Source: an optimization exercise on an open RTL-to-GDS flow (aim: small area). Production flows keep margins and buffers that such runs may drop.
Function was checked by simulation only, so behaviour that the tests miss may differ from the original.
No driver is modelled on the clock port, so clock power and skew are understated where the tree is cut down; a real chip needs a root buffer or a tree.
Power figures rest on the tool's default switching activity, not on a simulated workload.

--- config.mk ---
export PLATFORM = sky130hd
export DESIGN_NAME = controllerModule
export DESIGN_NICKNAME = controllerModule
export VERILOG_FILES = /design/flow/design.v
export SDC_FILE = /design/flow/constraint.sdc
export NUM_CORES = 4
export LEC_CHECK = 0
export CAP_MARGIN = 20
export CORE_AREA = 2 2 66 66
export CTS_BUF_LIST = sky130_fd_sc_hd__clkbuf_4
export DIE_AREA = 0 0 68 68
export SLEW_MARGIN = 20
--- constraint.sdc ---
create_clock -name core_clock -period 20.0 [get_ports {CLK}]
set_input_delay 4.0000 -clock core_clock [delete_from_list [all_inputs] [get_ports {CLK}]]
set_output_delay 4.0000 -clock core_clock [all_outputs]
set_load 0.01 [all_outputs]
--- design.v ---
module controllerModule(B0, B1, B2, B3, RST, _4BCD, Q1, Q2, Q3, Q4, CLK);
  input B0, B1, B2, B3, RST, CLK;
  output [15:0] _4BCD;
  output reg [3:0] Q1, Q2, Q3, Q4;
  reg Load_q;
  wire nLoad_q;
  wire [3:0] nQ1, nQ2, nQ3, nQ4;
  wire new_n40, new_n41, new_n42, new_n43, new_n44, new_n45, new_n46, new_n47, new_n48, new_n49, new_n50, new_n51, new_n52, new_n53, new_n54, new_n55, new_n56, new_n57, new_n58, new_n59, new_n60, new_n61, new_n62, new_n63, new_n64, new_n65, new_n66, new_n67, new_n68, new_n69, new_n70, new_n71, new_n72, new_n73, new_n74, new_n75, new_n76, new_n77, new_n78, new_n79, new_n80, new_n81, new_n82, new_n83, new_n84, new_n85, new_n87, new_n88, new_n89, new_n90, new_n91, new_n92, new_n93, new_n94, new_n96, new_n97, new_n98, new_n99, new_n100, new_n102, new_n103, new_n106, new_n107, new_n108, new_n110, new_n111, new_n112, new_n113, new_n114, new_n116, new_n117, new_n118, new_n119, new_n120, new_n122, new_n123, new_n124, new_n126, new_n127, new_n128, new_n130, new_n131, new_n132, new_n133, new_n134, new_n135, new_n136, new_n138, new_n139, new_n140, new_n141, new_n142, new_n143, new_n144, new_n145, new_n146, new_n148, new_n149, new_n150, new_n151, new_n153, new_n154, new_n155, new_n157, new_n158, new_n159, new_n160, new_n162, new_n163, new_n164, new_n165, new_n166, new_n168;
  assign new_n40 = ~B1 & ~B0;
  assign new_n41 = ~B2 & new_n40;
  assign new_n42 = ~B3 & new_n41;
  assign new_n43 = ~Q2[2] & ~Q2[3];
  assign new_n44 = ~Q1[0] & new_n42;
  assign new_n45 = ~Q1[1] & new_n44;
  assign new_n46 = ~Q1[2] & new_n45;
  assign new_n47 = ~Q1[3] & new_n46;
  assign new_n48 = ~Load_q & ~new_n42;
  assign new_n49 = ~new_n40 & new_n48;
  assign new_n50 = ~new_n47 & ~new_n49;
  assign new_n51 = ~Q2[0] & ~new_n50;
  assign new_n52 = ~Q2[1] & new_n51;
  assign new_n53 = new_n47 & new_n52;
  assign new_n54 = new_n43 & new_n53;
  assign new_n55 = ~Q3[0] & ~Q3[1];
  assign new_n56 = new_n41 & ~new_n55;
  assign new_n57 = new_n54 & ~new_n56;
  assign new_n58 = ~new_n43 & ~new_n52;
  assign new_n59 = Q2[3] & new_n52;
  assign new_n60 = new_n49 & ~new_n59;
  assign new_n61 = ~new_n58 & new_n60;
  assign new_n62 = B0 & new_n61;
  assign new_n63 = new_n48 & ~new_n62;
  assign new_n64 = ~B0 & ~new_n41;
  assign new_n65 = ~new_n61 & new_n64;
  assign new_n66 = new_n63 & ~new_n65;
  assign new_n67 = ~new_n54 & ~new_n66;
  assign new_n68 = ~Q3[0] & ~new_n67;
  assign new_n69 = new_n49 & new_n68;
  assign new_n70 = new_n63 & ~new_n69;
  assign new_n71 = Q3[2] & new_n56;
  assign new_n72 = ~Q3[3] & ~new_n71;
  assign new_n73 = new_n70 & ~new_n72;
  assign new_n74 = ~Q3[1] & ~new_n41;
  assign new_n75 = new_n70 & ~new_n74;
  assign new_n76 = new_n72 & ~new_n75;
  assign new_n77 = ~new_n73 & ~new_n76;
  assign new_n78 = ~Q3[2] & ~new_n77;
  assign new_n79 = new_n57 & new_n78;
  assign new_n80 = ~Q4[0] & new_n79;
  assign new_n81 = ~Q4[2] & ~Q4[3];
  assign new_n82 = ~Q4[1] & new_n80;
  assign new_n83 = new_n81 & new_n82;
  assign new_n84 = ~RST & ~new_n83;
  assign new_n85 = ~new_n80 & new_n84;
  assign nLoad_q = ~new_n42 & new_n85;
  assign new_n87 = Q1[0] & ~new_n42;
  assign new_n88 = Q4[0] & new_n73;
  assign new_n89 = Q4[3] & new_n88;
  assign new_n90 = ~new_n79 & new_n85;
  assign new_n91 = ~new_n89 & new_n90;
  assign new_n92 = ~new_n54 & new_n91;
  assign new_n93 = ~new_n44 & new_n92;
  assign new_n94 = ~new_n87 & new_n93;
  assign nQ1[0] = new_n84 & ~new_n94;
  assign new_n96 = ~new_n47 & new_n92;
  assign new_n97 = Q1[3] & new_n93;
  assign new_n98 = new_n96 & ~new_n97;
  assign new_n99 = Q1[1] & new_n93;
  assign new_n100 = ~new_n45 & ~new_n99;
  assign nQ1[1] = new_n98 & ~new_n100;
  assign new_n102 = Q1[2] & ~new_n45;
  assign new_n103 = ~new_n46 & ~new_n102;
  assign nQ1[2] = new_n98 & ~new_n103;
  assign nQ1[3] = new_n84 & ~new_n98;
  assign new_n106 = Q2[0] & new_n50;
  assign new_n107 = ~new_n51 & new_n92;
  assign new_n108 = ~new_n106 & new_n107;
  assign nQ2[0] = new_n84 & ~new_n108;
  assign new_n110 = Q2[1] & new_n107;
  assign new_n111 = ~new_n52 & ~new_n110;
  assign new_n112 = new_n61 & ~new_n111;
  assign new_n113 = new_n92 & ~new_n112;
  assign new_n114 = ~new_n61 & new_n111;
  assign nQ2[1] = new_n113 & ~new_n114;
  assign new_n116 = ~new_n53 & ~new_n60;
  assign new_n117 = ~Q2[2] & new_n116;
  assign new_n118 = new_n92 & ~new_n117;
  assign new_n119 = ~Q2[2] & ~new_n110;
  assign new_n120 = ~new_n116 & ~new_n119;
  assign nQ2[2] = new_n118 & ~new_n120;
  assign new_n122 = ~Q2[3] & new_n113;
  assign new_n123 = new_n84 & ~nQ2[1];
  assign new_n124 = ~nQ2[2] & new_n123;
  assign nQ2[3] = ~new_n122 & new_n124;
  assign new_n126 = Q3[0] & new_n67;
  assign new_n127 = ~new_n68 & new_n91;
  assign new_n128 = ~new_n126 & new_n127;
  assign nQ3[0] = new_n84 & ~new_n128;
  assign new_n130 = new_n63 & ~new_n73;
  assign new_n131 = ~Q3[1] & new_n130;
  assign new_n132 = Q3[1] & ~new_n130;
  assign new_n133 = ~new_n131 & ~new_n132;
  assign new_n134 = ~new_n68 & new_n133;
  assign new_n135 = new_n91 & ~new_n134;
  assign new_n136 = ~new_n127 & ~new_n133;
  assign nQ3[1] = new_n135 & ~new_n136;
  assign new_n138 = ~new_n56 & new_n73;
  assign new_n139 = new_n75 & ~new_n138;
  assign new_n140 = ~new_n57 & ~new_n139;
  assign new_n141 = ~Q3[2] & new_n140;
  assign new_n142 = Q3[1] & new_n56;
  assign new_n143 = ~nQ3[0] & new_n142;
  assign new_n144 = ~Q3[2] & ~new_n143;
  assign new_n145 = ~new_n140 & ~new_n144;
  assign new_n146 = new_n91 & ~new_n145;
  assign nQ3[2] = ~new_n141 & new_n146;
  assign new_n148 = ~new_n77 & new_n91;
  assign new_n149 = new_n88 & new_n148;
  assign new_n150 = new_n84 & ~new_n149;
  assign new_n151 = ~nQ3[2] & new_n150;
  assign nQ3[3] = ~new_n148 & new_n151;
  assign new_n153 = Q4[0] & new_n90;
  assign new_n154 = ~new_n73 & ~new_n153;
  assign new_n155 = new_n85 & new_n154;
  assign nQ4[0] = new_n150 & ~new_n155;
  assign new_n157 = new_n85 & ~new_n149;
  assign new_n158 = Q4[1] & ~new_n157;
  assign new_n159 = new_n84 & ~new_n158;
  assign new_n160 = ~Q4[1] & new_n157;
  assign nQ4[1] = new_n159 & ~new_n160;
  assign new_n162 = ~new_n151 & ~new_n159;
  assign new_n163 = ~new_n82 & ~new_n162;
  assign new_n164 = Q4[2] & ~new_n163;
  assign new_n165 = new_n84 & ~new_n164;
  assign new_n166 = ~Q4[2] & new_n163;
  assign nQ4[2] = new_n165 & ~new_n166;
  assign new_n168 = ~new_n81 & new_n85;
  assign nQ4[3] = ~nQ4[2] & new_n168;
  always @(posedge CLK) begin
    Load_q <= nLoad_q;
    Q1 <= nQ1;
    Q2 <= nQ2;
    Q3 <= nQ3;
    Q4 <= nQ4;
  end
  assign _4BCD = {Q4, Q3, Q2, Q1};
endmodule
--- flow/run.sh ---
#!/bin/bash
# Own layout flow: the standard ORFS flow, with changes that only
# affect how the layout is made:
#  - ABC optimises and maps the logic for area (flow/abc_area.script: a
#    deterministic &deepsyn run, then area mapping) instead of the speed
#    script, as the clock period leaves plenty of slack; half/full adders are
#    not extracted before ABC;
#  - every input and output port still gets its own buffer, but a buf_1;
#  - the clock tree is a single buf_6 (CTS builds a root and two leaves,
#    flow/post_cts.tcl moves the leaves' registers to the root's net).
# Each tool's log stays under orfs/logs/; make's own output goes to standard.log.
set -euo pipefail
W=$(pwd)
rm -rf "$W/scripts"
cp -r "$FLOW_HOME/scripts" "$W/scripts"
cp "$W/flow/abc_area.script" "$W/scripts/abc_speed.script"
export SCRIPTS_DIR="$W/scripts"
# no separate half/full-adder extraction: ABC sees all of the logic
export ADDER_MAP_FILE=
export BUFFER_PORTS_ARGS="-buffer_cell sky130_fd_sc_hd__buf_1"
export CTS_ARGS="-buf_list sky130_fd_sc_hd__buf_6 -root_buf sky130_fd_sc_hd__buf_6 -dont_use_dummy_load -repair_clock_nets"
export POST_CTS_TCL="$W/flow/post_cts.tcl"
bash standard.sh > "$W/standard.log" 2>&1
--- flow/abc_area.script ---
strash
&get -n
&deepsyn -J 200 -S 0
&dch -f
&nf -a -R 1000 -p
&put
--- flow/post_cts.tcl ---
# Collapse the clock tree to its root buffer: the design has only 17 registers,
# which one clock buffer drives within the slew limit.
set block [ord::get_db_block]
set root [$block findInst clkbuf_0_CLK]
set root_net [[$root findITerm X] getNet]
foreach inst [$block getInsts] {
  set name [$inst getName]
  if { $inst eq $root } { continue }
  if { ![string match "clkbuf_*" $name] } { continue }
  set in_net [[$inst findITerm A] getNet]
  if { $in_net eq "NULL" || [$in_net getName] ne [$root_net getName] } { continue }
  set onet [[$inst findITerm X] getNet]
  foreach it [$onet getITerms] {
    if { [[$it getInst] getName] eq $name } { continue }
    $it disconnect
    $it connect $root_net
  }
  [$inst findITerm A] disconnect
  [$inst findITerm X] disconnect
  odb::dbInst_destroy $inst
  odb::dbNet_destroy $onet
  puts "post_cts: removed clock buffer $name"
}
detailed_placement
check_placement -verbose
estimate_parasitics -placement
report_clock_min_period
--- standard.sh ---
#!/bin/bash
# synth_recipe.tcl (not shown) runs the flow's synth.tcl, then flattens the netlist and writes it again
# the make line also repeats each setting of config.mk as NAME=value (left out here)
make -C /OpenROAD-flow-scripts/flow DESIGN_CONFIG=/design/flow/config.mk WORK_HOME=/design/flow/orfs CLKGATE_MAP_FILE= SYNTH_SCRIPT=/design/flow/synth_recipe.tcl "${@:-finish}"
==> results of run 1 <==
==> cells by family (layout without fill, tap and decap cells) <==
kind of cell / Yosys count / count (layout) / synth area share (%)
xor gates and xnor gates: 9 / 9 / 8.61
DFF: 17 / 17 / 37.2
AOI/OAI and AO/OA: 24 / 24 / 16.5
and+or+nand+nor: 47 / 47 / 23.8
buffers and inverters: 18 / 40 / 13.9
==> worst max-delay path: cells and delay by family <==
kind                   cells  cell delay [ns]
AND/OR/NAND/NOR           13             3.52
AO/OA/AOI/OAI              9             2.11
XOR/XNOR                   1             0.15
buffers and inverters      1             0.13
==> through the flow <==
stage,instance area (µm²),std cells,util (%),worst slack (ns),hold WS [ns]
6_report,1010,187,25.4,10.15,0.538
5_1_grt,1010,187,25.4,9.46,0.599
3_5_place_dp,997,186,25.1,10.03,0.524
3_3_place_gp,997,186,25.1,10.16,0.522
2_1_floorplan,916,115,-,11.09,0.537
==> state kept, by name (all words and copies together), names as in the netlist <==
name and flops:
Q3 4, Q4 4, Q2 4, Load_q 1
Q1 4
==> routing by layer <==
metal	track usage, %	vias up	wire (µm)
met1	13.9	385	918
li1	-	428	-
met4	2.75	0	12
met3	2.96	2	185
met2	16.1	38	890
met5	0	-	0
==> power by group <==
part           switching, mW  internal (mW)
logic                 0.0136        0.00919
clock network        0.00852        0.00406
registers            0.00458         0.0374
==> final cells by class <==
cell class              count  area [µm²]  share of cell area (%)
clock buffers               1        11.3                    1.12
inverters                   2        7.51                   0.744
multi-input cells          80         448                    44.4
flip-flops and latches     17         340                    33.7
well taps                  50        62.6                    6.20
repair buffers             37         139                    13.8
==> synth_stat cells <==
master,n,area share (%)
a21oi_1,9,4.9
o211ai_1,1,0.82
nor3_1,8,4.4
nor4_1,3,2.0
dfxtp_1,17,37
nand2b_1,3,2.0
nor2b_1,1,0.68
a211o_1,1,0.96
xor2_1,4,3.8
buf_4,16,13
o22ai_1,1,0.68
or2_0,2,1.4
nand3_1,1,0.55
nand2_1,6,2.5
a211oi_1,2,1.6
o22a_1,1,0.96
o21bai_1,2,1.6
o21a_1,1,0.82
a31oi_1,4,2.7
clkinv_1,2,0.82
o21ai_0,1,0.55
xnor2_1,5,4.8
a21o_1,1,0.82
nor2_1,21,8.6
or4_1,2,1.6
==> worst max path at each step <==
stage	from	end	slack [ns]	depth (start not counted)
floorplan	B3	Q4[3]	11.09	23
global placement	B0	Q4[3]	10.16	24
detailed placement	B0	Q4[3]	10.03	24
global route	B0	Q4[3]	9.46	24
finish	B0	Q4[3]	10.15	24
==> metrics.md, run 1 <==
| Metric | Value |
|---|---|
| Status | no timing/DRC/antenna violations |
| Hold path depth | 2 |
| CP Capture Type | flip-flop |
| Initial antenna violation count | 0 |
| Clk slew on worst S/H paths | approximately 0.11 ns |
| CP max stage delay | 0.73 ns |
| I/O pin total | 38 |
| Mapped Cells | 115 |
| Unrepaired setup endpoints after global routing | no |
| Number of synthesis warnings | 1 |
| Arr. time, crit path | between 9 and 10 ns |
| Synth-to-layout area growth | 10.1% |
| Residual DRC count | 0 |
| Fillers | 463 |
| Period utilization | approximately half |
| ANT cells | 0 |
| Share of post-route cells with drive strength above 1 | 0.730% |
| Antenna Violating Nets Remaining | 0 |
| Die area | 4620 µm² |
| Final Skew | between 0.001 and 0.0015 ns |
| Critical Path, Cell by Cell | buf_1 -> nor4_1 -> nand2b_1 -> or4_1 -> a21oi_1 -> nand2_1 -> a211oi_1 -> a211o_1 -> o21ai_0 -> nand2b_1 -> o21bai_1 -> nor2_1 -> a21oi_1 -> or4_1 -> nor3_1 -> a21o_1 -> a31oi_1 -> nand2_1 -> nor2_1 -> or2_0 -> a21oi_1 -> xor2_1 -> nor2_1 -> nor4_1 |
| Fin. max-slew vios | 0 |
| Largest net degree at the start of global routing | 18 |
| Highest-count cells in the layout ignoring fill and taps | buf_1 (37), nor2_1 (21), dfxtp_1 (17) |
| First-pass GRT wire length | 3080 µm |
| Drt initial violations | 102 |
| Max rail drop VDD | 24.1 µV |
| Routed WL per cell | 10.7 µm |
| Worst-Margin Slew | 0.818 ns |
| Die extent in y | roughly 68 µm |
| Power Total | 77.3 µW |
| PD cells | 76.6 nW/µm² |
| #FFs+latches synth | 17 |
| Setup violators final | 0 |
| Reg2Reg Capture Point | Q4[3] |
| Total global-route track usage | 10.3% |
| Critical path's slowest cell | nor4_1 |
| Nets | 145 |
| Final hold vios | 0 |
| Pleak | 0.352 nW |
| Worst r2r src | Q1[0] |
| Min cycle time layout | roughly 10 ns |
| Hold Startpoint | Q2[0] |
| Max-slew headroom | between 40% and 50% |
| Critical Path Source Type | input pin |
| Port Buffers | 37 |
| Cell Area, Synth | 916 µm² |
| Syn_nets | 121 |
| Yosys cell types | 25 |
| Vias in the first global route | 703 |
| Die width | 68 µm |
| Routed wire length | around 2000 µm |
| R2R setup slack | 14.54 ns |
| Starting Density | a little under a quarter |
| Crit Path Class | in2reg |
| Commonest non-fill, non-tap cell in the layout | buf_1 |
| Core ar. | 3970 µm² |
| Avg Inst Size Synth | 7.96 µm² |
| CP max FO | 10 |
| CP required | 20.06 ns |
| Vias per inst | between 4 and 5 |
| Placer Congestion | 0.810 |
| Grt ovf | 0 |
| Total number of vias | about 850 |
| Detail Placement HPWL | 1560 µm |
| FMAX | roughly 100 MHz |
| Clk Latency, worst-skew pair | 0.14 ns |
| Final setup TNS | 0 ns |
| Worst hold path type | reg2reg |
| Cell count of the worst reg-to-reg path | 22 |
| DRT Pass-1 Iters | 5 |
| Sequential area share after synthesis | 37.2% |
| Row cnt | 23 |
| Hold EP | Q2[0] |
| Clk sinks | 17 |
| # Max-Cap Violations | 0 |
==> run 2, diff against run 1 <==
==> design.v (replaced) <==
module controllerModule(B0, B1, B2, B3, RST, _4BCD, Q1, Q2, Q3, Q4, CLK);
  input B0, B1, B2, B3, RST, CLK;
  output [15:0] _4BCD;
  output reg [3:0] Q1, Q2, Q3, Q4;
  reg Load_q;
  wire nLoad_q;
  wire [3:0] nQ1, nQ2, nQ3, nQ4;
  wire new_n40, new_n41, new_n42, new_n43, new_n44, new_n45, new_n46, new_n47, new_n48, new_n49, new_n50, new_n51, new_n52, new_n53, new_n54, new_n55, new_n56, new_n57, new_n58, new_n59, new_n60, new_n61, new_n62, new_n63, new_n64, new_n65, new_n66, new_n67, new_n68, new_n69, new_n70, new_n71, new_n72, new_n74, new_n75, new_n76, new_n77, new_n78, new_n79, new_n80, new_n81, new_n82, new_n83, new_n84, new_n85, new_n86, new_n87, new_n88, new_n89, new_n90, new_n91, new_n92, new_n93, new_n94, new_n95, new_n96, new_n98, new_n99, new_n100, new_n102, new_n103, new_n105, new_n106, new_n108, new_n109, new_n110, new_n112, new_n113, new_n114, new_n115, new_n116, new_n118, new_n119, new_n120, new_n121, new_n122, new_n123, new_n124, new_n126, new_n128, new_n129, new_n130, new_n132, new_n133, new_n134, new_n135, new_n136, new_n137, new_n138, new_n139, new_n141, new_n142, new_n143, new_n144, new_n145, new_n146, new_n147, new_n148, new_n149, new_n150, new_n152, new_n153, new_n154, new_n155, new_n156, new_n158, new_n160, new_n161, new_n162, new_n163, new_n165, new_n166, new_n167, new_n168, new_n169, new_n171;
  assign new_n40 = ~B1 & ~B0;
  assign new_n41 = ~B2 & new_n40;
  assign new_n42 = ~B3 & new_n41;
  assign new_n43 = ~Q3[2] & ~Q3[3];
  assign new_n44 = ~Load_q & ~new_n42;
  assign new_n45 = ~new_n40 & new_n44;
  assign new_n46 = ~Q1[0] & new_n42;
  assign new_n47 = ~Q1[1] & new_n46;
  assign new_n48 = ~Q1[2] & new_n47;
  assign new_n49 = ~Q1[3] & new_n48;
  assign new_n50 = ~new_n45 & ~new_n49;
  assign new_n51 = ~Q2[0] & ~new_n50;
  assign new_n52 = ~Q2[1] & new_n51;
  assign new_n53 = ~Q2[2] & ~new_n45;
  assign new_n54 = new_n52 & new_n53;
  assign new_n55 = Q2[3] & new_n53;
  assign new_n56 = new_n54 & ~new_n55;
  assign new_n57 = ~Q2[3] & new_n45;
  assign new_n58 = Q2[2] & ~new_n52;
  assign new_n59 = new_n57 & ~new_n58;
  assign new_n60 = ~Q3[0] & new_n59;
  assign new_n61 = Q3[0] & ~new_n59;
  assign new_n62 = ~new_n60 & ~new_n61;
  assign new_n63 = ~Q3[1] & new_n62;
  assign new_n64 = new_n56 & new_n63;
  assign new_n65 = new_n43 & new_n64;
  assign new_n66 = ~Q4[0] & new_n65;
  assign new_n67 = ~Q4[1] & new_n66;
  assign new_n68 = ~Q4[2] & ~Q4[3];
  assign new_n69 = new_n67 & new_n68;
  assign new_n70 = ~RST & ~new_n69;
  assign new_n71 = ~new_n66 & new_n70;
  assign new_n72 = ~new_n65 & new_n71;
  assign nLoad_q = ~new_n42 & new_n72;
  assign new_n74 = Q1[0] & ~new_n42;
  assign new_n75 = new_n41 & new_n44;
  assign new_n76 = ~new_n43 & new_n75;
  assign new_n77 = ~Q3[3] & new_n75;
  assign new_n78 = ~new_n56 & ~new_n77;
  assign new_n79 = new_n63 & ~new_n78;
  assign new_n80 = new_n76 & ~new_n79;
  assign new_n81 = new_n44 & ~new_n60;
  assign new_n82 = B0 & new_n45;
  assign new_n83 = ~new_n76 & new_n78;
  assign new_n84 = ~new_n82 & new_n83;
  assign new_n85 = new_n62 & ~new_n84;
  assign new_n86 = Q3[3] & ~new_n85;
  assign new_n87 = new_n81 & new_n86;
  assign new_n88 = ~new_n80 & ~new_n87;
  assign new_n89 = Q4[3] & ~new_n88;
  assign new_n90 = Q4[0] & new_n72;
  assign new_n91 = new_n71 & ~new_n90;
  assign new_n92 = new_n89 & ~new_n91;
  assign new_n93 = new_n72 & ~new_n92;
  assign new_n94 = ~new_n56 & new_n93;
  assign new_n95 = ~new_n46 & new_n94;
  assign new_n96 = ~new_n74 & new_n95;
  assign nQ1[0] = new_n70 & ~new_n96;
  assign new_n98 = ~new_n49 & new_n93;
  assign new_n99 = Q1[1] & new_n95;
  assign new_n100 = ~new_n47 & ~new_n99;
  assign nQ1[1] = new_n98 & ~new_n100;
  assign new_n102 = Q1[2] & ~new_n47;
  assign new_n103 = ~new_n48 & ~new_n102;
  assign nQ1[2] = new_n98 & ~new_n103;
  assign new_n105 = ~Q1[3] & new_n98;
  assign new_n106 = new_n70 & ~nQ1[1];
  assign nQ1[3] = ~new_n105 & new_n106;
  assign new_n108 = Q2[0] & new_n50;
  assign new_n109 = ~new_n51 & new_n94;
  assign new_n110 = ~new_n108 & new_n109;
  assign nQ2[0] = new_n70 & ~new_n110;
  assign new_n112 = Q2[1] & new_n109;
  assign new_n113 = ~new_n52 & ~new_n112;
  assign new_n114 = ~new_n59 & new_n113;
  assign new_n115 = new_n59 & ~new_n113;
  assign new_n116 = new_n94 & ~new_n115;
  assign nQ2[1] = ~new_n114 & new_n116;
  assign new_n118 = ~new_n55 & new_n116;
  assign new_n119 = new_n52 & new_n118;
  assign new_n120 = ~new_n52 & new_n53;
  assign new_n121 = ~Q2[2] & ~new_n112;
  assign new_n122 = new_n57 & ~new_n121;
  assign new_n123 = new_n94 & ~new_n122;
  assign new_n124 = ~new_n120 & new_n123;
  assign nQ2[2] = ~new_n119 & new_n124;
  assign new_n126 = new_n70 & ~new_n118;
  assign nQ2[3] = ~new_n124 & new_n126;
  assign new_n128 = ~new_n62 & new_n84;
  assign new_n129 = ~new_n85 & ~new_n92;
  assign new_n130 = ~new_n128 & new_n129;
  assign nQ3[0] = new_n70 & ~new_n130;
  assign new_n132 = ~new_n88 & new_n98;
  assign new_n133 = new_n81 & ~new_n132;
  assign new_n134 = ~new_n129 & ~new_n133;
  assign new_n135 = ~new_n85 & new_n133;
  assign new_n136 = ~new_n134 & ~new_n135;
  assign new_n137 = ~Q3[1] & new_n136;
  assign new_n138 = Q3[1] & ~new_n136;
  assign new_n139 = new_n93 & ~new_n138;
  assign nQ3[1] = ~new_n137 & new_n139;
  assign new_n141 = new_n135 & ~new_n139;
  assign new_n142 = ~new_n77 & ~new_n79;
  assign new_n143 = new_n80 & ~nQ3[1];
  assign new_n144 = new_n142 & ~new_n143;
  assign new_n145 = new_n141 & ~new_n144;
  assign new_n146 = ~Q3[2] & ~new_n145;
  assign new_n147 = ~new_n141 & new_n144;
  assign new_n148 = ~new_n146 & ~new_n147;
  assign new_n149 = new_n93 & ~new_n148;
  assign new_n150 = new_n146 & new_n147;
  assign nQ3[2] = new_n149 & ~new_n150;
  assign new_n152 = ~Q3[3] & new_n149;
  assign new_n153 = new_n90 & new_n132;
  assign new_n154 = new_n70 & ~new_n153;
  assign new_n155 = ~new_n132 & new_n154;
  assign new_n156 = ~nQ3[1] & new_n155;
  assign nQ3[3] = ~new_n152 & new_n156;
  assign new_n158 = new_n91 & new_n155;
  assign nQ4[0] = new_n154 & ~new_n158;
  assign new_n160 = new_n71 & ~new_n153;
  assign new_n161 = Q4[1] & ~new_n160;
  assign new_n162 = new_n70 & ~new_n161;
  assign new_n163 = ~Q4[1] & new_n160;
  assign nQ4[1] = new_n162 & ~new_n163;
  assign new_n165 = ~nQ4[0] & ~new_n162;
  assign new_n166 = ~new_n67 & ~new_n165;
  assign new_n167 = Q4[2] & new_n166;
  assign new_n168 = ~Q4[2] & ~new_n166;
  assign new_n169 = ~new_n167 & ~new_n168;
  assign nQ4[2] = new_n70 & ~new_n169;
  assign new_n171 = ~new_n68 & new_n71;
  assign nQ4[3] = ~nQ4[2] & new_n171;
  always @(posedge CLK) begin
    Load_q <= nLoad_q;
    Q1 <= nQ1;
    Q2 <= nQ2;
    Q3 <= nQ3;
    Q4 <= nQ4;
  end
  assign _4BCD = {Q4, Q3, Q2, Q1};
endmodule
==> flow/abc_area.script (replaced) <==
strash
&get -n
&deepsyn -J 200 -S 7
&dch -f
&nf -a -R 1000 -p
&put
==> run 2 against run 1 <==
- area after synthesis rose by 4.4%
- critical endpoint is now Q3[3]
- die area did not move
- sequential power rose by 13%
- cell count rose by 4.3%
- sequential share of layout area fell by 1.3 points
- worst setup slack improved by 0.66 ns
- utilization rose by 1.0 points
- global-route usage rose by 0.63 points
- non-clock buffer count did not move
==> metrics.md, run 2 <==
| Metric | Value |
|---|---|
| Most common cell in the synthesized netlist | nor2_1 |
| CP max FO | 11 (+1) |
| #FFs+latches synth | 17 (unchanged) |
| Synth-to-layout area growth | 9.69% |
| Period utilization | 46.0% (-3.3 points) |
| CP required | 20.03 ns (-0.03 ns) |
| Synth area leaders | dfxtp_1 (36%), buf_4 (13%), nor2_1 (9.4%), nand2b_1 (3.9%), a21oi_1 (3.7%) |
| Post-synth EDFFs | 0 (unchanged) |
| Vias in the first global route | 705 (+0.28%) |
| Starting Density | 24.1% (+1.0 points) |
| Die extent in y | 68 µm (unchanged) |
| Status | no timing/DRC/antenna violations |
| CP top delay family | simple AND/OR/NAND/NOR gates |
| Unrepaired setup endpoints after global routing | no |
| Clk slew on worst S/H paths | 0.12 ns (about the same) |
| First-pass GRT wire length | 3170 µm (+2.7%) |
| Final instance area | 1050 µm² (+4.0%) |
| Most instantiated cells after synthesis | nor2_1 (24), dfxtp_1 (17), buf_4 (16) |
| Top_reg_cell synth | dfxtp_1 |
| Largest net degree at the start of global routing | 18 (unchanged) |
| Xor/xnor share of the synthesized area | 4.58% (-4.0 points) |
| Final Skew | 0.00470 ns (+0.00345 ns) |
| Cell Area, Synth | 956 µm² (+4.4%) |
| Final hold vios | 0 (unchanged) |
| Crit Path Class | in2reg |
| Critical path's slowest cell | or4_1 |
| Area leader, netlist | dfxtp_1 |
| CP startpoint | B2 |
| Placer Congestion | 0.776 (-4.2%) |
| Sequential area share after synthesis | 35.6% (-1.6 points) |
| Critical path's most frequent cell | nand2b_1 |
| Total global-route track usage | 11.0% (+0.63 points) |
| Core ar. | 3970 µm² (unchanged) |
| Die area | 4620 µm² (unchanged) |
| Fin. max-slew vios | 0 (unchanged) |
| Yosys cell types | 27 (+8.0%) |
| Routed WL per cell | 10.8 µm (+0.44%) |
| Vias per inst | 4.57 (+0.28%) |
| Commonest non-fill, non-tap cell in the layout | buf_1 |
| Antenna Violating Nets Remaining | 0 (unchanged) |
| Initial antenna violation count | 0 (unchanged) |
| Total number of vias | 892 (+4.6%) |
| Worst r2r src | Q1[0] |
| Arr. time, crit path | 9.23 ns (-0.68 ns) |
| I/O pin total | 38 (unchanged) |
| Synth Area in Compound Gates | 14.7% (-1.9 points) |
| Setup violators final | 0 (unchanged) |
| Row cnt | 23 (unchanged) |
| CP max stage delay | 0.58 ns (-0.15 ns) |
| Max rail drop VDD | 27.1 µV (+12%) |
| DRT Pass-1 Iters | 4 (-1) |
| Clk sinks | 17 (unchanged) |
| Avg Inst Size Synth | 7.77 µm² (-2.4%) |
| Top cell type's share of synthesized area | 35.6% (-1.6 points) |
| CP bufs+invs | 1 (unchanged) |
| Highest-count cells in the layout ignoring fill and taps | buf_1 (37), nor2_1 (24), dfxtp_1 (17) |
| Pleak | 0.392 nW (+11%) |
| Largest family of logic cells by synthesized area | simple AND/OR/NAND/NOR gates |
| Synth Area in Adders | 0% (unchanged) |
| Max-slew headroom | 56.1% (+11 points) |
| Residual DRC count | 0 (unchanged) |
| Register area | 340 µm² (unchanged) |
| Share of post-route cells with drive strength above 1 | 0.690% (-0.040 points) |
| Number of synthesis warnings | 1 (unchanged) |
| Fillers | 461 (-0.43%) |
| Critical Path, Cell by Cell | buf_1 -> or4_1 -> nor3_1 -> or3b_1 -> a21oi_1 -> nand2b_1 -> nor4_1 -> nand2_1 -> or3_1 -> nor3_1 -> a21o_1 -> nand2b_1 -> nand2b_1 -> nand2b_1 -> nor2b_1 -> nand2b_1 -> a211oi_1 -> nand2_1 -> a21boi_0 -> o21ai_0 -> nor2_1 -> nor4_1 |
| Syn_nets | 129 (+6.6%) |
| Worst-Margin Slew | 0.650 ns (-0.168 ns) |
| ANT cells | 0 (unchanged) |
| # Max-Cap Violations | 0 (unchanged) |
| Grt ovf | 0 (unchanged) |
| PD cells | 90.6 nW/µm² (+18%) |
| Mux cell area share after synthesis | 0% (unchanged) |
| Clk Latency, worst-skew pair | 0.15 ns (about the same) |
| Routed wire length | 2100 µm (+4.7%) |
| Post-Synth Simple-Gate Area | 32.6% (+8.8 points) |
| Die width | 68 µm (unchanged) |
| Area after DPL | 1040 µm² (+4.0%) |
| CP Capture Type | flip-flop |
| Area of the multi-input gates | 495 µm² (+11%) |
| Mapped Cells | 123 (+7.0%) |
| Port Buffers | 37 (unchanged) |
| FFs w/ async S/R, synth | 0% (unchanged) |
| Critical Path Source Type | input pin |
| Drt initial violations | 54 (-47%) |
| Worst hold path type | reg2reg |
| FMAX | 109 MHz (+7.2%) |
| Detail Placement HPWL | 1640 µm (+4.8%) |
| Final setup TNS | 0 ns (unchanged) |
| Min cycle time layout | 9.19 ns (-0.660 ns) |
| Hold Startpoint | Q4[2] |
| Nets | 153 (+5.5%) |
-- run 2: cell count changes in the layout (fill, tap and decap cells not counted), moves of 2 or more --
cell	delta
a21oi_1	-2
o31ai_1	+2
xnor2_1	-2
clkinv_1	-2
nor2_1	+3
nand2_1	+2
nand2b_1	+3
xor2_1	-2
nor2b_1	+4
a31oi_1	-3
nor3_1	-2
o21ai_0	+2
-- run 2: worst paths after layout --
check,to,slack [ns],cells past startpoint
worst max-delay path,Q3[3],10.81,22
worst min-delay path,Q4[2],0.55,1
worst max register to register,Q3[3],14.93,20
worst min register to register,Q4[2],0.55,1
-- run 2: logic make-up (layout without fill, tap and decap cells) --
kind of cell | count (synthesis) | in the layout
compound gates | 22 | 22
xor+xnor | 5 | 5
buf+inv | 16 | 38
flops | 17 | 17
simple gates | 63 | 63
-- run 2: metal layers --
metal	part of all wire, %	GRT usage (%)
met2	46	18.6
met5	0	0
met1	47	14.6
met4	0.62	1.50
met3	6.1	2.47
-- run 2: layout make-up --
| class | count | share of cell area (%) |
|---|---|---|
| Clock buffer | 1 | 1.07 |
| Multi-Input combinational cell | 90 | 47.3 |
| Sequential cell | 17 | 32.5 |
| Tap cell | 50 | 5.97 |
| Timing Repair Buffer | 37 | 13.2 |
-- run 2: metrics by stage --
step / worst slack [ns] / utilization [%] / hold WS (ns) / std cells / total power, mW
after floorplan: 11.53 / - / 0.545 / 123 / 0.0771
after global placement: 10.71 / 26.1 / 0.529 / 194 / 0.0826
after detailed placement: 10.64 / 26.1 / 0.539 / 194 / 0.0827
after global routing: 10.24 / 26.4 / 0.585 / 195 / 0.103
final: 10.81 / 26.4 / 0.553 / 195 / 0.0950
-- run 2: report_power, final --
| part | leakage (nW) | switching, mW | total [mW] | internal [mW] |
|---|---|---|---|---|
| clock network | 0.00605 | 0.00935 | 0.0134 | 0.00408 |
| logic | 0.245 | 0.0209 | 0.0342 | 0.0133 |
| registers | 0.141 | 0.00791 | 0.0473 | 0.0394 |
| total | 0.392 | 0.0381 | 0.0950 | 0.0569 |
==> run 3, diff against run 2 <==
==> design.v (replaced) <==
module controllerModule(B0, B1, B2, B3, RST, _4BCD, Q1, Q2, Q3, Q4, CLK);
  input B0, B1, B2, B3, RST, CLK;
  output [15:0] _4BCD;
  output reg [3:0] Q1, Q2, Q3, Q4;
  reg Load_q;
  wire nLoad_q;
  wire [3:0] nQ1, nQ2, nQ3, nQ4;
  wire new_n40, new_n41, new_n42, new_n43, new_n44, new_n45, new_n46, new_n47, new_n48, new_n49, new_n50, new_n51, new_n52, new_n53, new_n54, new_n55, new_n56, new_n57, new_n58, new_n59, new_n60, new_n61, new_n62, new_n64, new_n65, new_n66, new_n67, new_n68, new_n69, new_n70, new_n71, new_n72, new_n73, new_n74, new_n75, new_n76, new_n77, new_n78, new_n79, new_n80, new_n81, new_n82, new_n83, new_n84, new_n85, new_n86, new_n87, new_n88, new_n90, new_n91, new_n92, new_n93, new_n94, new_n96, new_n97, new_n98, new_n101, new_n102, new_n103, new_n105, new_n106, new_n107, new_n108, new_n109, new_n111, new_n112, new_n113, new_n114, new_n115, new_n116, new_n117, new_n119, new_n120, new_n121, new_n123, new_n124, new_n125, new_n127, new_n128, new_n129, new_n130, new_n131, new_n132, new_n133, new_n135, new_n136, new_n137, new_n138, new_n139, new_n140, new_n141, new_n142, new_n143, new_n144, new_n145, new_n146, new_n148, new_n149, new_n150, new_n151, new_n153, new_n154, new_n155, new_n156, new_n157, new_n159, new_n160, new_n161, new_n162, new_n164, new_n165, new_n166, new_n167, new_n168, new_n170, new_n171;
  assign new_n40 = ~B1 & ~B0;
  assign new_n41 = ~B2 & new_n40;
  assign new_n42 = ~B3 & new_n41;
  assign new_n43 = ~Q3[0] & ~Q3[1];
  assign new_n44 = ~Load_q & ~new_n40;
  assign new_n45 = ~Q1[0] & new_n42;
  assign new_n46 = ~Q1[1] & new_n45;
  assign new_n47 = ~Q1[2] & new_n46;
  assign new_n48 = ~Q1[3] & new_n47;
  assign new_n49 = ~new_n44 & ~new_n48;
  assign new_n50 = ~Q2[0] & ~new_n49;
  assign new_n51 = ~Q2[1] & new_n50;
  assign new_n52 = ~new_n44 & new_n51;
  assign new_n53 = ~Q2[2] & ~Q2[3];
  assign new_n54 = new_n52 & new_n53;
  assign new_n55 = new_n43 & new_n54;
  assign new_n56 = ~Q3[2] & ~Q3[3];
  assign new_n57 = new_n55 & new_n56;
  assign new_n58 = ~Q4[0] & new_n57;
  assign new_n59 = ~Q4[1] & new_n58;
  assign new_n60 = ~Q4[2] & ~Q4[3];
  assign new_n61 = new_n59 & new_n60;
  assign new_n62 = ~RST & ~new_n61;
  assign nLoad_q = ~new_n42 & new_n62;
  assign new_n64 = ~Q2[3] & new_n44;
  assign new_n65 = Q2[2] & ~new_n51;
  assign new_n66 = new_n64 & ~new_n65;
  assign new_n67 = B0 & new_n66;
  assign new_n68 = ~Load_q & ~new_n42;
  assign new_n69 = ~new_n67 & new_n68;
  assign new_n70 = ~B0 & ~new_n41;
  assign new_n71 = ~new_n66 & new_n70;
  assign new_n72 = new_n69 & ~new_n71;
  assign new_n73 = ~new_n54 & ~new_n72;
  assign new_n74 = ~Q3[0] & ~new_n73;
  assign new_n75 = ~new_n41 & new_n74;
  assign new_n76 = new_n69 & ~new_n75;
  assign new_n77 = Q3[2] & ~new_n43;
  assign new_n78 = new_n41 & new_n77;
  assign new_n79 = ~Q3[3] & ~new_n78;
  assign new_n80 = new_n76 & ~new_n79;
  assign new_n81 = Q4[0] & new_n80;
  assign new_n82 = Q4[3] & new_n81;
  assign new_n83 = ~new_n57 & ~new_n82;
  assign new_n84 = new_n62 & new_n83;
  assign new_n85 = ~new_n54 & new_n84;
  assign new_n86 = Q1[0] & ~new_n42;
  assign new_n87 = ~new_n45 & ~new_n86;
  assign new_n88 = new_n85 & new_n87;
  assign nQ1[0] = new_n62 & ~new_n88;
  assign new_n90 = Q1[1] & ~new_n45;
  assign new_n91 = ~new_n46 & ~new_n90;
  assign new_n92 = Q1[3] & ~new_n47;
  assign new_n93 = ~new_n48 & ~new_n92;
  assign new_n94 = new_n84 & new_n93;
  assign nQ1[1] = ~new_n91 & new_n94;
  assign new_n96 = Q1[2] & ~new_n46;
  assign new_n97 = ~Q1[3] & ~new_n96;
  assign new_n98 = ~new_n92 & ~new_n97;
  assign nQ1[2] = new_n84 & new_n98;
  assign nQ1[3] = new_n62 & ~new_n94;
  assign new_n101 = Q2[0] & new_n49;
  assign new_n102 = ~new_n50 & ~new_n101;
  assign new_n103 = new_n84 & new_n102;
  assign nQ2[0] = new_n62 & ~new_n103;
  assign new_n105 = Q2[1] & ~new_n50;
  assign new_n106 = ~new_n51 & ~new_n105;
  assign new_n107 = new_n66 & ~new_n106;
  assign new_n108 = new_n85 & ~new_n107;
  assign new_n109 = ~new_n66 & new_n106;
  assign nQ2[1] = new_n108 & ~new_n109;
  assign new_n111 = ~Q2[2] & ~new_n105;
  assign new_n112 = new_n44 & new_n106;
  assign new_n113 = ~new_n52 & ~new_n64;
  assign new_n114 = ~new_n112 & new_n113;
  assign new_n115 = ~new_n111 & ~new_n114;
  assign new_n116 = ~Q2[2] & new_n114;
  assign new_n117 = ~new_n115 & ~new_n116;
  assign nQ2[2] = new_n85 & new_n117;
  assign new_n119 = ~Q2[3] & new_n108;
  assign new_n120 = new_n62 & ~nQ2[2];
  assign new_n121 = ~nQ2[1] & new_n120;
  assign nQ2[3] = ~new_n119 & new_n121;
  assign new_n123 = Q3[0] & new_n73;
  assign new_n124 = ~new_n74 & ~new_n123;
  assign new_n125 = ~new_n82 & new_n124;
  assign nQ3[0] = new_n62 & ~new_n125;
  assign new_n127 = new_n69 & ~new_n80;
  assign new_n128 = Q3[1] & new_n127;
  assign new_n129 = ~Q3[1] & ~new_n127;
  assign new_n130 = ~new_n128 & ~new_n129;
  assign new_n131 = new_n74 & new_n130;
  assign new_n132 = ~new_n74 & ~new_n130;
  assign new_n133 = new_n84 & ~new_n132;
  assign nQ3[1] = ~new_n131 & new_n133;
  assign new_n135 = ~Q3[1] & ~new_n41;
  assign new_n136 = new_n76 & ~new_n135;
  assign new_n137 = new_n43 & new_n80;
  assign new_n138 = new_n84 & new_n137;
  assign new_n139 = new_n136 & ~new_n138;
  assign new_n140 = ~new_n55 & ~new_n139;
  assign new_n141 = Q3[1] & new_n41;
  assign new_n142 = ~nQ3[1] & new_n141;
  assign new_n143 = ~Q3[2] & ~new_n142;
  assign new_n144 = ~new_n140 & ~new_n143;
  assign new_n145 = ~Q3[2] & new_n140;
  assign new_n146 = new_n84 & ~new_n145;
  assign nQ3[2] = ~new_n144 & new_n146;
  assign new_n148 = new_n79 & ~new_n136;
  assign new_n149 = ~new_n80 & ~new_n148;
  assign new_n150 = new_n83 & ~new_n149;
  assign new_n151 = new_n62 & ~new_n150;
  assign nQ3[3] = ~nQ3[2] & new_n151;
  assign new_n153 = new_n81 & new_n84;
  assign new_n154 = Q4[0] & ~new_n57;
  assign new_n155 = ~new_n58 & ~new_n154;
  assign new_n156 = ~new_n80 & new_n155;
  assign new_n157 = new_n62 & ~new_n156;
  assign nQ4[0] = ~new_n153 & new_n157;
  assign new_n159 = ~new_n58 & ~new_n153;
  assign new_n160 = ~Q4[1] & new_n159;
  assign new_n161 = Q4[1] & ~new_n159;
  assign new_n162 = new_n62 & ~new_n161;
  assign nQ4[1] = ~new_n160 & new_n162;
  assign new_n164 = Q4[1] & new_n153;
  assign new_n165 = ~new_n59 & ~new_n164;
  assign new_n166 = Q4[2] & ~new_n165;
  assign new_n167 = ~Q4[2] & new_n165;
  assign new_n168 = ~new_n166 & ~new_n167;
  assign nQ4[2] = new_n62 & new_n168;
  assign new_n170 = ~RST & ~new_n60;
  assign new_n171 = ~new_n58 & new_n170;
  assign nQ4[3] = ~new_n168 & new_n171;
  always @(posedge CLK) begin
    Load_q <= nLoad_q;
    Q1 <= nQ1;
    Q2 <= nQ2;
    Q3 <= nQ3;
    Q4 <= nQ4;
  end
  assign _4BCD = {Q4, Q3, Q2, Q1};
endmodule
==> flow/abc_area.script (replaced) <==
strash
&get -n
&deepsyn -J 200 -S 0
&dch -f
&nf -a -R 1000 -p
&put
==> run 3 against run 2 <==
- utilization decreased by 0.91 points
- non-clock buffer count unchanged
- total power grew 50%
- highest routed layer is now met3
==> metrics.md, run 3 <==
| Metric | Value |
|---|---|
| Row cnt | 23 (unchanged) |
| Sequential area share after synthesis | 37.0% (+1.4 points) |
| Top_reg_cell synth | dfxtp_1 |
| PD cells | 141 nW/µm² (+56%) |
| Die extent in y | 68 µm (unchanged) |
| CP max FO | 8 (-3) |
| Clk slew on worst S/H paths | 0.12 ns (about the same) |
| Util after Layout | 25.5% (-0.91 points) |
| Max rail drop VDD | 26.9 µV (-0.72%) |
| CP required | 20.05 ns (+0.02 ns) |
| Core ar. | 3970 µm² (unchanged) |
| Clk Latency, worst-skew pair | 0.14 ns (about the same) |
| # Max-Cap Violations | 0 (unchanged) |
| Synth-to-layout area growth | 10.1% |
| Crit Path Class | in2reg |
| Final setup TNS | 0 ns (unchanged) |
| Nets | 144 (-5.9%) |
| Drt initial violations | 95 (+76%) |
| Cell count after placement | 185 (-4.6%) |
| Routed WL per cell | 11.2 µm (+4.1%) |
| Yosys cell types | 26 (-3.7%) |
| I/O pin total | 38 (unchanged) |
| Mapped Cells | 114 (-7.3%) |
| Total number of vias | 873 (-2.1%) |
| Final Skew | 0.00215 ns (-0.00255 ns) |
| Port Buffers | 37 (unchanged) |
| #FFs+latches synth | 17 (unchanged) |
| Sequential share of power | 41.9% (-7.9 points) |
| R2R setup slack | 15.30 ns (+0.37 ns) |
| Post-synth EDFFs | 0 (unchanged) |
| Worst r2r src | Q1[0] |
| Residual DRC count | 0 (unchanged) |
| Placer Congestion | 0.805 (+3.6%) |
| Synth area leaders | dfxtp_1 (37%), buf_4 (13%), a21oi_1 (6.0%), nor2_1 (5.7%), nor3_1 (4.9%) |
| Number of synthesis warnings | 1 (unchanged) |
| Commonest non-fill, non-tap cell in the layout | buf_1 |
| Grt ovf | 0 (unchanged) |
| Vias in the first global route | 679 (-3.7%) |
| Clock power share | 9.2% (-4.9 points) |
| CP startpoint | B0 |
| Antenna Violating Nets Remaining | 0 (unchanged) |
| Vias per inst | 4.69 (+2.6%) |
| Most instantiated cells after synthesis | dfxtp_1 (17), buf_4 (16), nor2_1 (14) |
| Syn_nets | 120 (-7.0%) |
| Reg2Reg Capture Point | Q4[3] |
| Final hold vios | 0 (unchanged) |
| Worst hold path type | reg2reg |
| Switching part of the total | 46.4% (+6.3 points) |
| Post-Layout Cell Count | 186 (-4.6%) |
| ANT cells | 0 (unchanged) |
| Total global-route track usage | 10.5% (-0.46 points) |
| Routed wire length | 2090 µm (-0.67%) |
| Register area | 340 µm² (unchanged) |
| Arr. time, crit path | 8.70 ns (-0.53 ns) |
| Period utilization | 43.2% (-2.7 points) |
| Min cycle time layout | 8.64 ns (-0.549 ns) |
| Fin. max-slew vios | 0 (unchanged) |
| Setup violators final | 0 (unchanged) |
| Area leader, netlist | dfxtp_1 |
| Unrepaired setup endpoints after global routing | no |
| Starting Density | 23.2% (-0.91 points) |
| Area of the multi-input gates | 459 µm² (-7.3%) |
| FFs w/ async S/R, synth | 0% (unchanged) |
| Detail Placement HPWL | 1610 µm (-1.3%) |
| Top cell type's share of synthesized area | 37.0% (+1.4 points) |
| Worst-Margin Slew | 0.546 ns (-0.104 ns) |
| Cell count of the worst reg-to-reg path | 17 (-15%) |
| Highest-count cells in the layout ignoring fill and taps | buf_1 (37), dfxtp_1 (17), nor2_1 (14) |
| Hold path depth | 2 (+1) |
| Pleak | 0.358 nW (-8.7%) |
| Crit path to | Q4[3] |
| Clk sinks | 17 (unchanged) |
| Die width | 68 µm (unchanged) |
| Largest net degree at the start of global routing | 18 (unchanged) |
| Smallest hold slack | 0.506 ns (-0.0470 ns) |
| Status | no timing/DRC/antenna violations |
| First-pass GRT wire length | 3190 µm (+0.63%) |
| Cell Area, Synth | 920 µm² (-3.8%) |
| CP Capture Type | flip-flop |
| DRT Pass-1 Iters | 4 (unchanged) |
| Critical Path Source Type | input pin |
| Avg Inst Size Synth | 8.07 µm² (+3.8%) |
| Cell Int Power | 76.6 µW (+35%) |
| Die area | 4620 µm² (unchanged) |
| Initial antenna violation count | 0 (unchanged) |
| Fillers | 456 (-1.1%) |
| Psw | 66.4 µW (+74%) |
| Share of post-route cells with drive strength above 1 | 0.735% (+0.046 points) |
| Max-slew headroom | 63.3% (+7.2 points) |
| Combinational share of power | 48.9% (+13 points) |
| Most common cell in the synthesized netlist | dfxtp_1 |
| FMAX | 116 MHz (+6.3%) |
==> run 3: cell count changes after synthesis, moves of 3 or more <==
cell | previous run | this run
a21oi_1 | 7 | 11
nor3_1 | 6 | 9
nor2_1 | 24 | 14
nand2_1 | 8 | 4
nand2b_1 | 6 | 2
==> run 3: area by class of cell <==
type | instances | area share [%]
multi-input combinational | 81 | 45.4
timing repair buffer | 37 | 13.7
sequential | 17 | 33.6
clock buffer | 1 | 1.11
tap | 50 | 6.18
==> run 3: worst min path at each step <==
stage,to,slack (ns),startpoint
finish,Q1[1],0.51,Q1[1]
global placement,Q1[1],0.49,Q1[1]
global route,Q1[1],0.53,Q1[1]
detailed placement,Q1[1],0.49,Q1[1]
floorplan,Q1[1],0.51,Q1[1]
==> run 3: cells by family (layout without fill, tap and decap cells) <==
family | count (synthesis) | in the layout | share of synthesized area (%)
buffers and inverters | 16 | 38 | 13.1
XOR/XNOR | 5 | 5 | 4.76
AND/OR/NAND/NOR | 48 | 48 | 26.7
AO/OA/AOI/OAI | 28 | 28 | 18.5
flip-flops | 17 | 17 | 37.0
==> run 3: layer usage <==
metal  vias up  track usage, %  share of wire [%]
li1        443               -                  -
met1       390            14.7                 45
met2        40            17.0                 47
met3         0            1.64                7.7
met4         0            2.25                  0
met5         -               0                  0
==> run 3: stage by stage <==
stage / setup WS (ns) / power [mW] / area (µm²)
2_1_floorplan: 11.96 / 0.120 / 920
3_3_place_gp: 11.27 / 0.131 / 1000
3_5_place_dp: 11.22 / 0.131 / 1000
5_1_grt: 10.93 / 0.157 / 1010
6_report: 11.36 / 0.143 / 1010
==> run 3: power groups by stage <==
stage | registers, mW | logic (mW) | clock network (mW)
floorplan | 0.0627 | 0.0575 | 0
global placement | 0.0607 | 0.0702 | 0
detailed placement | 0.0608 | 0.0701 | 0
global route | 0.0625 | 0.0797 | 0.0149
finish | 0.0598 | 0.0700 | 0.0132
==> run 3: critical path: stages <==
cell	delay, ns
buf_1	0.12
or3_1	0.42
or4_1	0.49
or3_1	0.40
a21oi_1	0.26
nand2b_1	0.13
a211oi_1	0.47
a211o_1	0.23
or2_0	0.14
a21oi_1	0.12
a21oi_1	0.19
nor2b_1	0.33
nand3_1	0.16
o31ai_1	0.14
nor2_1	0.22
and3_1	0.26
a21oi_1	0.18
xor2_1	0.19
nor4b_1	0.25

## static timing again, ports no longer ideal
No port has a modelled driver above. Below, the same layouts with a new extraction and two added sets of constraints. Step 1 (the two cells are an assumption about what drives the block):
set clk [get_ports {CLK}]
set_driving_cell -lib_cell sky130_fd_sc_hd__clkbuf_16 $clk
set_driving_cell -lib_cell sky130_fd_sc_hd__buf_2 [delete_from_list [all_inputs] $clk]
Step 2 times the ports against the registers' clock, not the clock port: input delays grow and output delays shrink by t, the midpoint of the rising clock arrivals with the driver on. a / b / c = ideal / step 1 / step 2; a / b = the first two.
run	t, ns	setup WS [ns]	clock arrival spread, ns	pins driven straight from the clock port
run 1	0.162	10.148 / 10.153 / 9.992	0.001 / 0.001	1
run 2	0.169	10.808 / 10.814 / 10.645	0.005 / 0.005	1
run 3	0.164	11.357 / 11.361 / 11.197	0.002 / 0.002	1
After both steps setup and hold are still met in every run listed. For run 2, which loses most, drivers alone change the setup slack by +0.006 ns; drivers and shift together by -0.163 ns.
